Source: an optimization exercise on an open RTL-to-GDS flow (aim: a short achievable clock period and few clock cycles). Production flows keep margins and buffers that such runs may drop. At most, simulation tests tie the RTL to the original design; equivalence was not proved. Power and IR drop assume default switching activity.

==> try-quartz: inputs <==
// myCPU
module myCPU (
    input  wire         cpu_rst,
    input  wire         cpu_clk,
    output wire [15:0]  inst_addr,
    input  wire [31:0]  inst,
    output wire [31:0]  Bus_addr,
    input  wire [31:0]  Bus_rdata,
    output wire         Bus_we,
    output wire [31:0]  Bus_wdata
    , 
    output wire         debug_wb_have_inst,
    output wire [31:0]  debug_wb_pc,
    output              debug_wb_ena,
    output wire [ 4:0]  debug_wb_reg,
    output wire [31:0]  debug_wb_value
);
export LEC_CHECK = 0
export CAP_MARGIN = 20
export CORE_MARGIN = 2
export CORE_UTILIZATION = 30
export PLACE_DENSITY = 0.4
export SLEW_MARGIN = 20
create_clock -name core_clock -period 9.0 [get_ports {cpu_clk}]
standard.sh (not shown) runs the stock make flow with config.mk's settings and CLKGATE_MAP_FILE= SYNTH_SCRIPT=/design/flow/synth_recipe.tcl, a recipe that flattens the netlist after the stock synthesis.
==> flow/flow/run.sh <==
#!/bin/bash
set -euo pipefail
cd "$(dirname "$0")/.."
bash standard.sh SETUP_SLACK_MARGIN=6.5 finish > standard.log 2>&1
==> try-onyx (differences from try-quartz) <==
==> flow/design.v (replaced) <==
`timescale 1ns / 1ps
module myCPU (
    input  wire         cpu_rst,
    input  wire         cpu_clk,
    output wire [15:0]  inst_addr,
    input  wire [31:0]  inst,
    output wire [31:0]  Bus_addr,
    input  wire [31:0]  Bus_rdata,
    output wire         Bus_we,
    output wire [31:0]  Bus_wdata
    , 
    output wire         debug_wb_have_inst,
    output wire [31:0]  debug_wb_pc,
    output              debug_wb_ena,
    output wire [ 4:0]  debug_wb_reg,
    output wire [31:0]  debug_wb_value
);
reg  [31:0] pc;
reg         e_valid;
reg  [31:0] e_pc;
reg  [31:0] e_pc4;
reg  [31:0] e_a;         
reg  [31:0] e_b;         
reg  [31:0] e_sd;        
reg  [31:0] e_imm;       
reg  [31:0] e_tgt;       
reg  [4:0]  e_rd;
reg         e_we;        
reg         e_ld, e_st;
reg         e_s_add, e_s_sub, e_s_and, e_s_or, e_s_xor, e_s_sll, e_s_srl, e_s_sra;
reg         e_s_link, e_s_imm;
reg         e_jalr, e_beq, e_bne, e_blt, e_bge;
reg         e_pred;      
reg         m_valid;
reg  [31:0] m_pc;
reg  [31:0] m_res;       
reg  [31:0] m_addr;
reg  [31:0] m_sd;
reg  [4:0]  m_rd;
reg         m_we, m_ld, m_st;
reg  [31:0] rf [1:31];
reg         w_ena;
reg         w_have;
reg  [31:0] w_pc;
reg  [4:0]  w_reg;
reg  [31:0] w_val;
wire [31:0] m_val = m_ld ? Bus_rdata : m_res;
wire        m_wen = m_valid & m_we & (m_rd != 5'd0);
assign Bus_addr  = m_addr;
assign Bus_wdata = m_sd;
assign Bus_we    = m_valid & m_st;
always @(posedge cpu_clk) begin
    if (m_wen) rf[m_rd] <= m_val;
end
wire [31:0] sum  = e_a + e_b;
wire [31:0] diff = e_a - e_b;
wire        eq   = (e_a == e_b);
wire [4:0]  sh   = e_b[4:0];
wire [31:0] sra  = $signed(e_a) >>> sh;
wire [31:0] e_res =
      ({32{e_s_add}} & sum)
    | ({32{e_s_sub}} & diff)
    | ({32{e_s_and}} & (e_a & e_b))
    | ({32{e_s_or }} & (e_a | e_b))
    | ({32{e_s_xor}} & (e_a ^ e_b))
    | ({32{e_s_sll}} & (e_a << sh))
    | ({32{e_s_srl}} & (e_a >> sh))
    | ({32{e_s_sra}} & sra)
    | ({32{e_s_link}} & e_pc4)
    | ({32{e_s_imm }} & e_imm);
wire        e_fwd   = e_valid & e_we & (e_rd != 5'd0);
wire        br_take = (e_beq & eq) | (e_bne & ~eq) | (e_blt & diff[31]) | (e_bge & ~diff[31]);
wire        e_isbr  = e_beq | e_bne | e_blt | e_bge;
wire        e_redir = e_valid & (e_jalr | (e_isbr & (br_take ^ e_pred)));
wire [31:0] e_npc   = e_jalr ? sum : (br_take ? e_tgt : e_pc4);
wire [6:0] opc = inst[6:0];
wire [2:0] f3  = inst[14:12];
wire [4:0] rs1 = inst[19:15];
wire [4:0] rs2 = inst[24:20];
wire [4:0] rd  = inst[11:7];
wire d_r    = (opc == 7'b0110011);
wire d_i    = (opc == 7'b0010011);
wire d_ld   = (opc == 7'b0000011);
wire d_jalr = (opc == 7'b1100111);
wire d_st   = (opc == 7'b0100011);
wire d_br   = (opc == 7'b1100011);
wire d_lui  = (opc == 7'b0110111);
wire d_jal  = (opc == 7'b1101111);
wire [3:0] aop = d_r ? {inst[30], f3} :
                 d_i ? {((f3 == 3'b101) | (f3 == 3'b001)) & inst[30], f3} : 4'b0000;
wire d_alu = d_r | d_i;
wire [31:0] imm_i = {{20{inst[31]}}, inst[31:20]};
wire [31:0] imm_s = {{20{inst[31]}}, inst[31:25], inst[11:7]};
wire [31:0] imm_b = {{20{inst[31]}}, inst[7], inst[30:25], inst[11:8], 1'b0};
wire [31:0] imm_u = {inst[31:12], 12'b0};
wire [31:0] imm_j = {{12{inst[31]}}, inst[19:12], inst[20], inst[30:21], 1'b0};
wire [31:0] imm = (d_i | d_ld | d_jalr) ? imm_i :
                  d_st  ? imm_s :
                  d_br  ? imm_b :
                  d_lui ? imm_u :
                  d_jal ? imm_j : 32'b0;
wire [31:0] d_pc4 = pc + 32'd4;
wire [31:0] d_tgt = pc + imm;
wire        d_brk = d_br & ((f3 == 3'b000) | (f3 == 3'b001) |
                            (f3 == 3'b100) | (f3 == 3'b101));
wire use1 = d_r | d_i | d_ld | d_st | d_br | d_jalr;
wire use2 = d_r | d_st | d_br;
wire stall = e_valid & e_ld & (e_rd != 5'd0) &
             ((use1 & (e_rd == rs1)) | (use2 & (e_rd == rs2)));
wire d_pred  = d_jal | (d_brk & inst[31]);
wire [31:0] rf1 = (rs1 == 5'd0) ? 32'b0 : rf[rs1];
wire [31:0] rf2 = (rs2 == 5'd0) ? 32'b0 : rf[rs2];
wire [31:0] v1  = (e_fwd && e_rd == rs1) ? e_res :
                  (m_wen && m_rd == rs1) ? m_val : rf1;
wire [31:0] v2  = (e_fwd && e_rd == rs2) ? e_res :
                  (m_wen && m_rd == rs2) ? m_val : rf2;
assign inst_addr = {2'b00, pc[15:2]};
always @(posedge cpu_clk or posedge cpu_rst) begin
    if (cpu_rst) begin
        pc      <= 32'b0;
        e_valid <= 1'b0;
        m_valid <= 1'b0;
    end else begin
        pc      <= e_redir ? e_npc : stall ? pc : d_pred ? d_tgt : d_pc4;
        e_valid <= ~e_redir & ~stall;
        m_valid <= e_valid;
    end
end
always @(posedge cpu_clk) begin
    e_pc     <= pc;
    e_pc4    <= d_pc4;
    e_a      <= v1;
    e_b      <= (d_r | d_br) ? v2 : imm;
    e_sd     <= v2;
    e_imm    <= imm;
    e_tgt    <= d_tgt;
    e_rd     <= rd;
    e_we     <= d_alu | d_ld | d_jalr | d_lui | d_jal;
    e_ld     <= d_ld;
    e_st     <= d_st;
    e_s_add  <= d_alu & (aop == 4'b0000);
    e_s_sub  <= d_alu & (aop == 4'b1000);
    e_s_and  <= d_alu & (aop == 4'b0111);
    e_s_or   <= d_alu & (aop == 4'b0110);
    e_s_xor  <= d_alu & (aop == 4'b0100);
    e_s_sll  <= d_alu & (aop == 4'b0001);
    e_s_srl  <= d_alu & (aop == 4'b0101);
    e_s_sra  <= d_alu & (aop == 4'b1101);
    e_s_link <= d_jal | d_jalr;
    e_s_imm  <= d_lui;
    e_jalr   <= d_jalr;
    e_beq    <= d_br & (f3 == 3'b000);
    e_bne    <= d_br & (f3 == 3'b001);
    e_blt    <= d_br & (f3 == 3'b100);
    e_bge    <= d_br & (f3 == 3'b101);
    e_pred   <= d_pred;
end
always @(posedge cpu_clk) begin
    m_pc   <= e_pc;
    m_res  <= e_res;
    m_addr <= sum;
    m_sd   <= e_sd;
    m_rd   <= e_rd;
    m_we   <= e_we;
    m_ld   <= e_ld;
    m_st   <= e_st;
end
always @(posedge cpu_clk or posedge cpu_rst) begin
    if (cpu_rst) begin
        w_ena  <= 1'b0;
        w_have <= 1'b0;
    end else begin
        w_ena  <= m_valid & m_we;
        w_have <= m_valid;
    end
end
always @(posedge cpu_clk) begin
    w_pc  <= m_pc;
    w_reg <= m_rd;
    w_val <= m_val;
end
    assign debug_wb_have_inst = w_have;
    assign debug_wb_pc        = w_pc;
    assign debug_wb_ena       = w_ena;
    assign debug_wb_reg       = w_reg;
    assign debug_wb_value     = w_val;
endmodule
==> flow/run.sh (new file) <==
#!/bin/bash
# synth_recipe.tcl (not shown) runs the flow's synth.tcl, then flattens the netlist and writes it again
# the make line also repeats each setting of config.mk as NAME=value (left out here)
make -C /OpenROAD-flow-scripts/flow DESIGN_CONFIG=/design/flow/config.mk WORK_HOME=/design/flow/orfs CLKGATE_MAP_FILE= SYNTH_SCRIPT=/design/flow/synth_recipe.tcl finish
==> flow/config.mk (replaced) <==
export PLATFORM = sky130hd
export DESIGN_NAME = myCPU
export DESIGN_NICKNAME = myCPU
export VERILOG_FILES = /design/flow/design.v
export SDC_FILE = /design/flow/constraint.sdc
export NUM_CORES = 4
export LEC_CHECK = 0
export CAP_MARGIN = 20
export CORE_MARGIN = 2
export CORE_UTILIZATION = 30
export PLACE_DENSITY = 0.5
export SETUP_SLACK_MARGIN = 5
export SLEW_MARGIN = 20
removed: flow/flow/run.sh
removed: flow/standard.sh
==> comparison table <==
|  | try-onyx | try-quartz |
|---|---|---|
| Run status | timing/DRC/antenna clean | timing/DRC/antenna clean |
| Wire length of the first global-routing pass | 421,600 µm | 594,000 µm |
| Number of cells on the critical path | 22 | 14 |
| Ratio of cells with drive above 1 in the final layout | 0.2912 | 0.4163 |
| Area added between synthesis and finish | 24.04% | 46.58% |
| Number of diodes | 9 | 28 |
| Post-CTS Setup Repair Bufs | 157 | 713 |
| End point of the worst hold path | w_pc[21] | w_pc[12] |
| Static power due to leakage | 31.82 nW | 39.09 nW |
| Horiz. Die Dim | 493.8 µm | 496.2 µm |
| Startpoint of the worst setup timing path | inst[4] | inst[21] |
| Internal power consumption | 0.01272 W | 0.01448 W |
| WL met3 | 25,750 µm | 49,020 µm |
| Largest clock skew in the final design | 0.05300 ns | 0.05352 ns |
Testbench counts of try-quartz, summed over its fixed seeds: cycles 194,943.
No functional check of the RTL was part of try-onyx.

========
==> v12 <==
Another version of the RTL of myCPU (not shown whole).
clock: 9.0 ns
lec_check: 0
cap_margin: 20
core_margin: 2
core_utilization: 25
place_density: 0.4
slew_margin: 20
==> flow/flow/run.sh <==
#!/bin/bash
set -euo pipefail
cd "$(dirname "$0")/.."
bash standard.sh SETUP_SLACK_MARGIN=7.0 finish > standard.log 2>&1
==> v16 (differences from v12) <==
==> flow/design.v, changed modules only <==
module myCPU (
    input  wire         cpu_rst,
    input  wire         cpu_clk,
    output wire [15:0]  inst_addr,
    input  wire [31:0]  inst,
    output wire [31:0]  Bus_addr,
    input  wire [31:0]  Bus_rdata,
    output wire         Bus_we,
    output wire [31:0]  Bus_wdata
    , 
    output wire         debug_wb_have_inst,
    output wire [31:0]  debug_wb_pc,
    output              debug_wb_ena,
    output wire [ 4:0]  debug_wb_reg,
    output wire [31:0]  debug_wb_value
);
reg  [31:0] pc;
reg  [15:2] pc_ia;       
reg         e_valid;
reg  [31:0] e_pc;
reg  [31:0] e_pc4;
reg  [31:0] e_a;         
reg  [31:0] e_b;         
reg  [31:0] e_sa;        
reg  [4:0]  e_sh;        
reg  [31:0] e_ca, e_cb;  
reg  [31:0] e_sd;        
reg  [31:0] e_imm;       
reg  [31:0] e_k;         
reg  [4:0]  e_rd;
reg         e_we;        
reg         e_ld, e_st;
reg         e_s_add, e_s_sub, e_s_and, e_s_or, e_s_xor, e_s_sll, e_s_sr, e_s_sra;
reg         e_s_k;
reg         e_jalr, e_beq, e_bne, e_blt, e_bge;
reg         e_pred;      
reg         m_valid;
reg  [31:0] m_pc;
reg  [31:0] m_res;       
reg  [31:0] m_addr;
reg  [31:0] m_sd;
reg  [4:0]  m_rd;
reg         m_we, m_ld, m_st;
reg  [31:1] m_wsel;      
reg  [31:0] rf [1:31];
reg         w_ena;
reg         w_have;
reg  [31:0] w_pc;
reg  [4:0]  w_reg;
reg  [31:0] w_val;
wire [31:0] m_val = m_ld ? Bus_rdata : m_res;
wire        m_wen = m_valid & m_we & (m_rd != 5'd0);
assign Bus_addr  = m_addr;
assign Bus_wdata = m_sd;
assign Bus_we    = m_valid & m_st;
genvar gi;
generate
    for (gi = 1; gi < 32; gi = gi + 1) begin : g_rf
        always @(posedge cpu_clk) begin
            if (m_wsel[gi]) rf[gi] <= m_val;
        end
    end
endgenerate
wire [31:0] a    = e_a;
wire [31:0] b    = e_b;
wire [31:0] sum, diff, e_tgt, cdiff;
ADD #(32, 5) u_sum  (.a(a), .b(b),  .ci(1'b0), .y(sum),  .co());
ADD #(32, 5) u_diff (.a(a), .b(~b), .ci(1'b1), .y(diff), .co());
ADD #(32, 5) u_tgt  (.a(e_pc), .b(e_imm), .ci(1'b0), .y(e_tgt), .co());
ADD #(32, 5) u_cmp  (.a(e_ca), .b(~e_cb), .ci(1'b1), .y(cdiff), .co());
wire        eq   = (e_ca == e_cb);
wire [32:0] srx  = {e_s_sra & e_sa[31], e_sa};
wire [32:0] sr   = $signed(srx) >>> e_sh;
wire [31:0] e_res =
      ({32{e_s_add}} & sum)
    | ({32{e_s_sub}} & diff)
    | ({32{e_s_and}} & (a & b))
    | ({32{e_s_or }} & (a | b))
    | ({32{e_s_xor}} & (a ^ b))
    | ({32{e_s_sll}} & (e_sa << e_sh))
    | ({32{e_s_sr }} & sr[31:0])
    | ({32{e_s_k  }} & e_k);
wire        e_fwd   = e_valid & e_we & (e_rd != 5'd0);
wire        br_take = (e_beq & eq) | (e_bne & ~eq) | (e_blt & cdiff[31]) | (e_bge & ~cdiff[31]);
wire        e_isbr  = e_beq | e_bne | e_blt | e_bge;
wire        e_redir = e_valid & (e_jalr | (e_isbr & (br_take ^ e_pred)));
wire [31:0] e_npc   = e_jalr ? sum : (e_pred ? e_pc4 : e_tgt);
wire [6:0] opc = inst[6:0];
wire [2:0] f3  = inst[14:12];
wire [4:0] rs1 = inst[19:15];
wire [4:0] rs2 = inst[24:20];
wire [4:0] rd  = inst[11:7];
wire d_r    = (opc == 7'b0110011);
wire d_i    = (opc == 7'b0010011);
wire d_ld   = (opc == 7'b0000011);
wire d_jalr = (opc == 7'b1100111);
wire d_st   = (opc == 7'b0100011);
wire d_br   = (opc == 7'b1100011);
wire d_lui  = (opc == 7'b0110111);
wire d_jal  = (opc == 7'b1101111);
wire [3:0] aop = d_r ? {inst[30], f3} :
                 d_i ? {((f3 == 3'b101) | (f3 == 3'b001)) & inst[30], f3} : 4'b0000;
wire d_alu = d_r | d_i;
wire d_shift = d_alu & ((aop == 4'b0001) | (aop == 4'b0101) | (aop == 4'b1101));
wire [31:0] imm_i = {{20{inst[31]}}, inst[31:20]};
wire [31:0] imm_s = {{20{inst[31]}}, inst[31:25], inst[11:7]};
wire [31:0] imm_b = {{20{inst[31]}}, inst[7], inst[30:25], inst[11:8], 1'b0};
wire [31:0] imm_u = {inst[31:12], 12'b0};
wire [31:0] imm_j = {{12{inst[31]}}, inst[19:12], inst[20], inst[30:21], 1'b0};
wire [31:0] imm = (d_i | d_ld | d_jalr) ? imm_i :
                  d_st  ? imm_s :
                  d_br  ? imm_b :
                  d_lui ? imm_u :
                  d_jal ? imm_j : 32'b0;
wire [31:2] pc4_hi;
ADD #(30, 5) u_pc4 (.a(pc[31:2]), .b(30'd0), .ci(1'b1), .y(pc4_hi), .co());
wire [31:0] d_pc4 = {pc4_hi, pc[1:0]};
wire [7:0]   imm8 = inst[3] ? imm_j[7:0] : imm_b[7:0];
wire         near = inst[3] ? (imm_j[20:7] == {14{inst[31]}}) : (imm_b[12:7] == {6{inst[31]}});
wire [8:0]   lo8;
wire [31:8]  h8_i, h8_d;
ADD #(8, 3)  u_lo8 (.a(pc[7:0]),  .b(imm8),        .ci(1'b0), .y(lo8[7:0]), .co(lo8[8]));
ADD #(24, 5) u_h8i (.a(pc[31:8]), .b(24'd0),       .ci(1'b1), .y(h8_i), .co());
ADD #(24, 5) u_h8d (.a(pc[31:8]), .b({24{1'b1}}),  .ci(1'b0), .y(h8_d), .co());
wire [31:0]  d_tgt = {(lo8[8] == inst[31]) ? pc[31:8] : lo8[8] ? h8_i : h8_d, lo8[7:0]};
wire        d_brk = d_br & ((f3 == 3'b000) | (f3 == 3'b001) |
                            (f3 == 3'b100) | (f3 == 3'b101));
wire use1 = d_r | d_i | d_ld | d_st | d_br | d_jalr;
wire use2 = d_r | d_st | d_br;
wire stall = e_valid & e_ld & (e_rd != 5'd0) &
             ((use1 & (e_rd == rs1)) | (use2 & (e_rd == rs2)));
wire d_pred  = near & (d_jal | (d_brk & inst[31]));
wire [31:0] rf1 = (rs1 == 5'd0) ? 32'b0 : rf[rs1];
wire [31:0] rf2 = (rs2 == 5'd0) ? 32'b0 : rf[rs2];
wire        f1  = e_fwd & (e_rd == rs1);
wire        f2  = e_fwd & (e_rd == rs2);
wire [31:0] v1  = f1 ? e_res : (m_wen && m_rd == rs1) ? m_val : rf1;
wire [31:0] v2  = f2 ? e_res : (m_wen && m_rd == rs2) ? m_val : rf2;
wire        bim = ~(d_r | d_br);    
assign inst_addr = {2'b00, pc_ia};
wire [31:0] pc_nx = e_redir ? e_npc : stall ? pc : d_pred ? d_tgt : d_pc4;
always @(posedge cpu_clk or posedge cpu_rst) begin
    if (cpu_rst) begin
        pc      <= 32'b0;
        pc_ia   <= 14'b0;
        e_valid <= 1'b0;
        m_valid <= 1'b0;
        m_wsel  <= 31'b0;
    end else begin
        pc      <= pc_nx;
        pc_ia   <= pc_nx[15:2];
        e_valid <= ~e_redir & ~stall;
        m_valid <= e_valid;
        m_wsel  <= e_fwd ? (32'd1 << e_rd) >> 1 : 31'b0;
    end
end
always @(posedge cpu_clk) begin
    e_pc     <= pc;
    e_pc4    <= d_pc4;
    e_a      <= v1;
    e_b      <= bim ? imm : v2;
    e_sa     <= d_shift ? v1 : 32'b0;
    e_sh     <= d_shift ? (bim ? imm[4:0] : v2[4:0]) : 5'b0;
    e_ca     <= d_br ? v1 : 32'b0;
    e_cb     <= d_br ? v2 : 32'b0;
    e_k      <= d_lui ? imm : d_pc4;
    e_sd     <= v2;
    e_imm    <= imm;
    e_rd     <= rd;
    e_we     <= d_alu | d_ld | d_jalr | d_lui | d_jal;
    e_ld     <= d_ld;
    e_st     <= d_st;
    e_s_add  <= d_alu & (aop == 4'b0000);
    e_s_sub  <= d_alu & (aop == 4'b1000);
    e_s_and  <= d_alu & (aop == 4'b0111);
    e_s_or   <= d_alu & (aop == 4'b0110);
    e_s_xor  <= d_alu & (aop == 4'b0100);
    e_s_sll  <= d_alu & (aop == 4'b0001);
    e_s_sr   <= d_alu & ((aop == 4'b0101) | (aop == 4'b1101));
    e_s_sra  <= d_alu & (aop == 4'b1101);
    e_s_k    <= d_jal | d_jalr | d_lui;
    e_jalr   <= d_jalr;
    e_beq    <= d_br & (f3 == 3'b000);
    e_bne    <= d_br & (f3 == 3'b001);
    e_blt    <= d_br & (f3 == 3'b100);
    e_bge    <= d_br & (f3 == 3'b101);
    e_pred   <= d_pred;
end
always @(posedge cpu_clk) begin
    m_pc   <= e_pc;
    m_res  <= e_res;
    m_addr <= sum;
    m_sd   <= e_sd;
    m_rd   <= e_rd;
    m_we   <= e_we;
    m_ld   <= e_ld;
    m_st   <= e_st;
end
always @(posedge cpu_clk or posedge cpu_rst) begin
    if (cpu_rst) begin
        w_ena  <= 1'b0;
        w_have <= 1'b0;
    end else begin
        w_ena  <= m_valid & m_we;
        w_have <= m_valid;
    end
end
always @(posedge cpu_clk) begin
    w_pc  <= m_pc;
    w_reg <= m_rd;
    w_val <= m_val;
end
    assign debug_wb_have_inst = w_have;
    assign debug_wb_pc        = w_pc;
    assign debug_wb_ena       = w_ena;
    assign debug_wb_reg       = w_reg;
    assign debug_wb_value     = w_val;
endmodule
==> flow/run.sh (new file) <==
#!/bin/bash
# synth_recipe.tcl (not shown) runs the flow's synth.tcl, then flattens the netlist and writes it again
# the make line also repeats each setting of config.mk as NAME=value (left out here)
make -C /OpenROAD-flow-scripts/flow DESIGN_CONFIG=/design/flow/config.mk WORK_HOME=/design/flow/orfs CLKGATE_MAP_FILE= SYNTH_SCRIPT=/design/flow/synth_recipe.tcl finish
CORE_UTILIZATION = 30   (was 25)
PLACE_DENSITY = 0.5   (was 0.4)
SETUP_SLACK_MARGIN = 5   (was default)
removed: flow/flow/run.sh
removed: flow/standard.sh
==> qor summary <==
metric                                                                                             v12              v16
Number of global-route vias before repair                                                        65.4k            61.0k
Logic inverters                                                                                    220              209
Number of distinct library cell variants in the gate-level netlist after synthesis                  95              105
Max frequency                                                                                  267 MHz          244 MHz
Post-CTS Resized                                                                                  2574              440
Post-CTS setup buffer count                                                                        740              164
Leakage component of the power                                                                 40.2 nW          32.3 nW
Synthesized area per cell                                                                   11.7 sq um       11.7 sq um
Clock network latency to the later pin of the worst-skew pair                                   940 ps           860 ps
Routed wl met2                                                                               202000 um        168000 um
Power density cells                                                                        192 mW/mm^2      208 mW/mm^2
Utilization after layout                                                                         38.2%            37.0%
Pre-CTS setup slack                                                                            2220 ps          2130 ps
Clock sink total                                                                                  1611             1610
Met2 track demand over resource in global routing                                                46.2%            45.6%
Critical register-to-register path endpoint                                         pc[28]$_DFFE_PP0P_  e_b[23]$_DFF_P_
Result of the run                                                             timing/DRC/antenna clean  timing/DRC/antenna clean
Final std cell area, no fill                                                               0.110 sq mm     0.0901 sq mm
Drt initial violations                                                                           13.3k            12.6k
Tapcells inserted                                                                                 3880             3202
Testbench counts of v12, summed over its fixed seeds: cycles 194,943.
Testbench counts of v16, summed over its fixed seeds: cycles 193,069.

static timing again, ports no longer ideal:
The results above use ideal ports. As a check the final layouts listed here were re-extracted and re-timed, cells and wires unchanged.
Step 1 (the two cells are an assumption about what drives the block):
set clk [get_ports {cpu_clk}]
set_driving_cell -lib_cell sky130_fd_sc_hd__clkbuf_16 $clk
set_driving_cell -lib_cell sky130_fd_sc_hd__buf_2 [delete_from_list [all_inputs] $clk]
Step 2 also shifts input and output timing later by t, the mid clock arrival at the registers, as if the neighbouring blocks saw the same clock.
Three values: ideal ports, drivers, drivers and shift; two values: the first two.
| run | t (ns) | setup slack, ns | hold WS [ns] | clock arrival spread, ns |
|---|---|---|---|---|
| try-quartz | 0.964 | 5.214 / 5.249 / 4.285 | 0.312 / 0.312 / 0.312 | 0.056 / 0.056 |
| try-onyx | 0.923 | 4.276 / 4.299 / 3.376 | 0.314 / 0.314 / 0.314 | 0.063 / 0.064 |
| v12 | 0.993 | 5.259 / 5.226 / 4.233 | 0.309 / 0.309 / 0.309 | 0.116 / 0.116 |
| v16 | 0.932 | 4.903 / 4.978 / 4.046 | 0.325 / 0.325 / 0.325 | 0.060 / 0.060 |
After both steps every run listed still meets setup and hold. The setup slack of v12, which loses most, moves by -0.033 ns with the drivers and by -1.026 ns with both steps.
